Context: an optimization exercise on an open-source flow, tuned for small area, a short achievable clock period and few clock cycles. The choices shown serve that exercise and are no tape-out recipe.
Only simulation tests tie the RTL to the original design; equivalence was not proved.

## run R
==> flow/design.v (excerpt) <==
module cpu(
    input  wire         clk,
    input  wire         rstn,
    output wire [31:0]  imem_addr,
    input  wire [31:0]  imem_rdata,
    output wire [31:0]  dmem_addr,
    output wire         dmem_we,
    output wire [1:0]   dmem_mode,    
    output wire [31:0]  dmem_wdata,
    input  wire [31:0]  dmem_rdata
);
    reg  [11:2] fpc;         
    reg         id_v;
    reg  [31:0] id_ir;
    reg  [31:2] id_pc;       
    reg         id_pred;     
    reg  [11:2] id_tlo;      
    reg         id_tc;       
    reg  [7:0]  id_offh;     
    reg         ex_v;
    reg  [31:0] ex_a, ex_b, ex_sd;
    reg  [31:2] ex_alt;
    reg  [4:0]  ex_rd;
    reg         ex_wr, ex_load, ex_store, ex_br, ex_jalr, ex_pred;
    reg  [2:0]  ex_f3;
    reg         ex_sub, ex_sel_sum, ex_sel_lt, ex_sel_xor, ex_sel_or, ex_sel_and;
    reg         ex_sel_sll, ex_sel_sr, ex_sra, ex_link;
    reg  [31:0] mem_res, mem_sd;
    reg  [4:0]  mem_rd;
    reg         mem_wr, mem_load, mem_store;
    reg  [2:0]  mem_f3;
    reg  [31:0] wb_raw;
    reg  [1:0]  wb_lo;
    reg  [2:0]  wb_f3;
    reg  [4:0]  wb_rd;
    reg         wb_wr;
    assign imem_addr = {20'b0, fpc, 2'b00};
    reg [31:0] wb_val;
    always @(*) begin : align
        reg [7:0]  by;
        reg [15:0] hw;
  ...
Size: about 5200 cells after synthesis, roughly 1400 flip-flops, ~170 I/O pins, about 65000 sq um of cells after synthesis.
clock: 10.0 ns
lec_check: 0
cap_margin: 20
core_margin: 2
core_utilization: 55
setup_slack_margin: 5
slew_margin: 20
synth_hierarchical: 1
synth_minimum_keep_size: 0
standard.sh (not shown) runs the stock make flow with config.mk's settings and CLKGATE_MAP_FILE= SYNTH_SCRIPT=/design/flow/synth_recipe.tcl, a recipe that flattens the netlist after the stock synthesis.
==> flow/flow/run.sh <==
#!/bin/bash
# The standard layout (standard.sh, unchanged synthesis), with:
# - buf_2 port buffers;
# - clock tree sink clusters of up to 30 flip-flops within 60 um, and no
#   dummy loads.
# Each ORFS step writes its own log under orfs/logs/; make's output goes to flow.log.
set -o pipefail
bash standard.sh SETUP_SLACK_MARGIN=6.5 MATCH_CELL_FOOTPRINT=0 \
    "BUFFER_PORTS_ARGS=-buffer_cell sky130_fd_sc_hd__buf_2" \
    "CTS_ARGS=-sink_clustering_enable -repair_clock_nets -sink_clustering_size 30 -sink_clustering_max_diameter 60 -dont_use_dummy_load" \
    finish > flow.log 2>&1
Testbench counts of run R, summed over its fixed seeds: cycles 42,196.
Input-level comparison between run F and run R:
diff --git a/flow/design.v b/flow/design.v
--- a/flow/design.v
+++ b/flow/design.v
@@ -503,38 +503,24 @@
             end
             BGEU: begin
                 comparator_mode <= CMP_GEU;
             end
             default: ;
         endcase
     end
 end
 endmodule
-module program_counter (
-    input  wire         clk,
-    input  wire         rstn,
-    input  wire [1:0]   pc_src,   
-    input  wire [31:0]  rs1,
-    input  wire [31:0]  offset,
-    output reg  [31:0]  pc_cnt
+module fetch_add(
+    input  wire [9:0]  a,
+    input  wire [9:0]  b,
+    output wire [10:0] s
 );
-    always @(posedge clk or negedge rstn) begin
-        if (!rstn) begin
-            pc_cnt <= 32'b0;
-        end else begin
-            case (pc_src)
-                2'b00: pc_cnt <= pc_cnt + 4;
-                2'b01: pc_cnt <= pc_cnt + offset;
-                2'b10: pc_cnt <= (rs1 + offset) & ~32'b1;
-                default: pc_cnt <= pc_cnt + 4;
-            endcase
-        end
-    end
+    assign s = {1'b0, a} + {1'b0, b};
 endmodule
 module rf_aoi222(input wire [2:0] s, input wire [2:0] d, output wire y_n);
     assign y_n = ~|(s & d);
 endmodule
 module rf_rdbit(input wire [31:1] sel, input wire [31:1] d, output wire y);
     wire [10:0] n;
     genvar j;
     generate
         for (j = 0; j < 10; j = j + 1) begin : g_a
@@ -742,32 +728,41 @@
     always @(posedge clk)
         r_jalr <= ex_jalr;
     wire [31:2] r_target = r_jalr ? mem_sd[31:2] : mem_res[31:2];
     wire [11:0] jalr_lo = ex_a[11:0] + ex_b[11:0];
     wire [11:2] ex_ftarget = ex_jalr ? jalr_lo[11:2] : ex_alt[11:2];
     wire [31:0] f_ir    = imem_rdata;
     wire        f_jal   = f_ir[3];
     wire        f_br    = f_ir[6] & ~f_ir[2];
     wire        f_pred  = f_jal | (f_br & f_ir[31]);        
-    wire [10:0] f_tb    = {1'b0, fpc} + {1'b0, f_ir[7], f_ir[30:25], f_ir[11:9]};
-    wire [10:0] f_tj    = {1'b0, fpc} + {1'b0, f_ir[20], f_ir[30:22]};
+    wire [10:0] f_tb, f_tj;
+    fetch_add u_fab(.a(fpc), .b({f_ir[7], f_ir[30:25], f_ir[11:9]}), .s(f_tb));
+    fetch_add u_faj(.a(fpc), .b({f_ir[20], f_ir[30:22]}), .s(f_tj));
     wire [10:0] f_t     = f_jal ? f_tj : f_tb;
+    wire [9:0]  fpc_inc = fpc + 10'd1;
+    wire        s_ex    = ex_redirect;
+    wire        s_hold  = ~ex_redirect & stall;
+    wire        s_tj    = ~ex_redirect & ~stall & f_pred & f_jal;
+    wire        s_tb    = ~ex_redirect & ~stall & f_pred & ~f_jal;
+    wire        s_inc   = ~ex_redirect & ~stall & ~f_pred;
+    wire [9:0]  fpc_oth = ({10{s_ex}} & ex_ftarget) | ({10{s_hold}} & fpc) | ({10{s_inc}} & fpc_inc);
+    wire [9:0]  fpc_d;
+    genvar gf;
+    generate
+        for (gf = 0; gf < 10; gf = gf + 1) begin : g_fpc
+            sel3 u_f(.sa(s_tj), .a(f_tj[gf]), .sb(s_tb), .b(f_tb[gf]), .sc(1'b1), .c(fpc_oth[gf]), .y(fpc_d[gf]));
+        end
+    endgenerate
     always @(posedge clk or negedge rstn) begin
         if (!rstn)
             fpc <= 10'b0;
-        else if (ex_redirect)
-            fpc <= ex_ftarget;
-        else if (stall)
-            fpc <= fpc;
-        else if (f_pred)
-            fpc <= f_t[9:0];
         else
-            fpc <= fpc + 10'd1;
+            fpc <= fpc_d;
     end
     wire [31:2] id_link = id_pc + 30'd1;
     wire [20:0] id_thi  = {id_pc[31:12], 1'b1} + {{12{id_ir[31]}}, id_offh, id_tc};
     wire [31:2] id_tgt  = {id_thi[20:1], id_tlo};
     wire        id_taken = d_jal | id_pred;
     always @(posedge clk or negedge rstn) begin
         if (!rstn)
             id_pc <= 30'b0;
         else if (r_redir)
--- outcome ---
- Synthesis-to-finish area growth was lower in run R than in run F.
- Comparing run R and run F, the lower length of routed wiring on met1 is on run R.
- Met3 demand-to-capacity share in global routing (higher): run R
- The final reports for run F and run R show number of combinational gates with multiple inputs higher in the former.
- On data arrival time of the critical path: between run R and run F, it ends up higher for run F.
Testbench counts of run F, summed over its fixed seeds: cycles 42,196.

-- what the ideal ports hide --
In the flow no input, the clock included, has a driving cell. The finished layouts below were timed again as built, in two steps.
Step 1, drivers: a clkbuf_16 drives clk and a buf_2 each remaining input, both assumed.
Step 2, shift: input delay + t, output delay - t, t = (earliest + latest rising clock arrival at the registers) / 2. This alone moves slack from input paths to output paths.
a / b / c = ideal / step 1 / step 2; a / b = the first two.
run | shift t [ns] | slack for setup (ns) | hold slack, ns | latest minus earliest clock arrival (ns) | cell pins on the clock port's net
run R | 0.797 | 6.279 / 6.281 / 5.484 | 0.320 / 0.320 / 0.320 | 0.134 / 0.134 | 1
run F | 0.794 | 6.099 / 6.099 / 5.971 | 0.359 / 0.359 / 0.359 | 0.138 / 0.138 | 1
After both steps every run listed still meets setup and hold. The setup slack of run R, which loses most, moves by +0.002 ns with the drivers and by -0.795 ns with both steps.
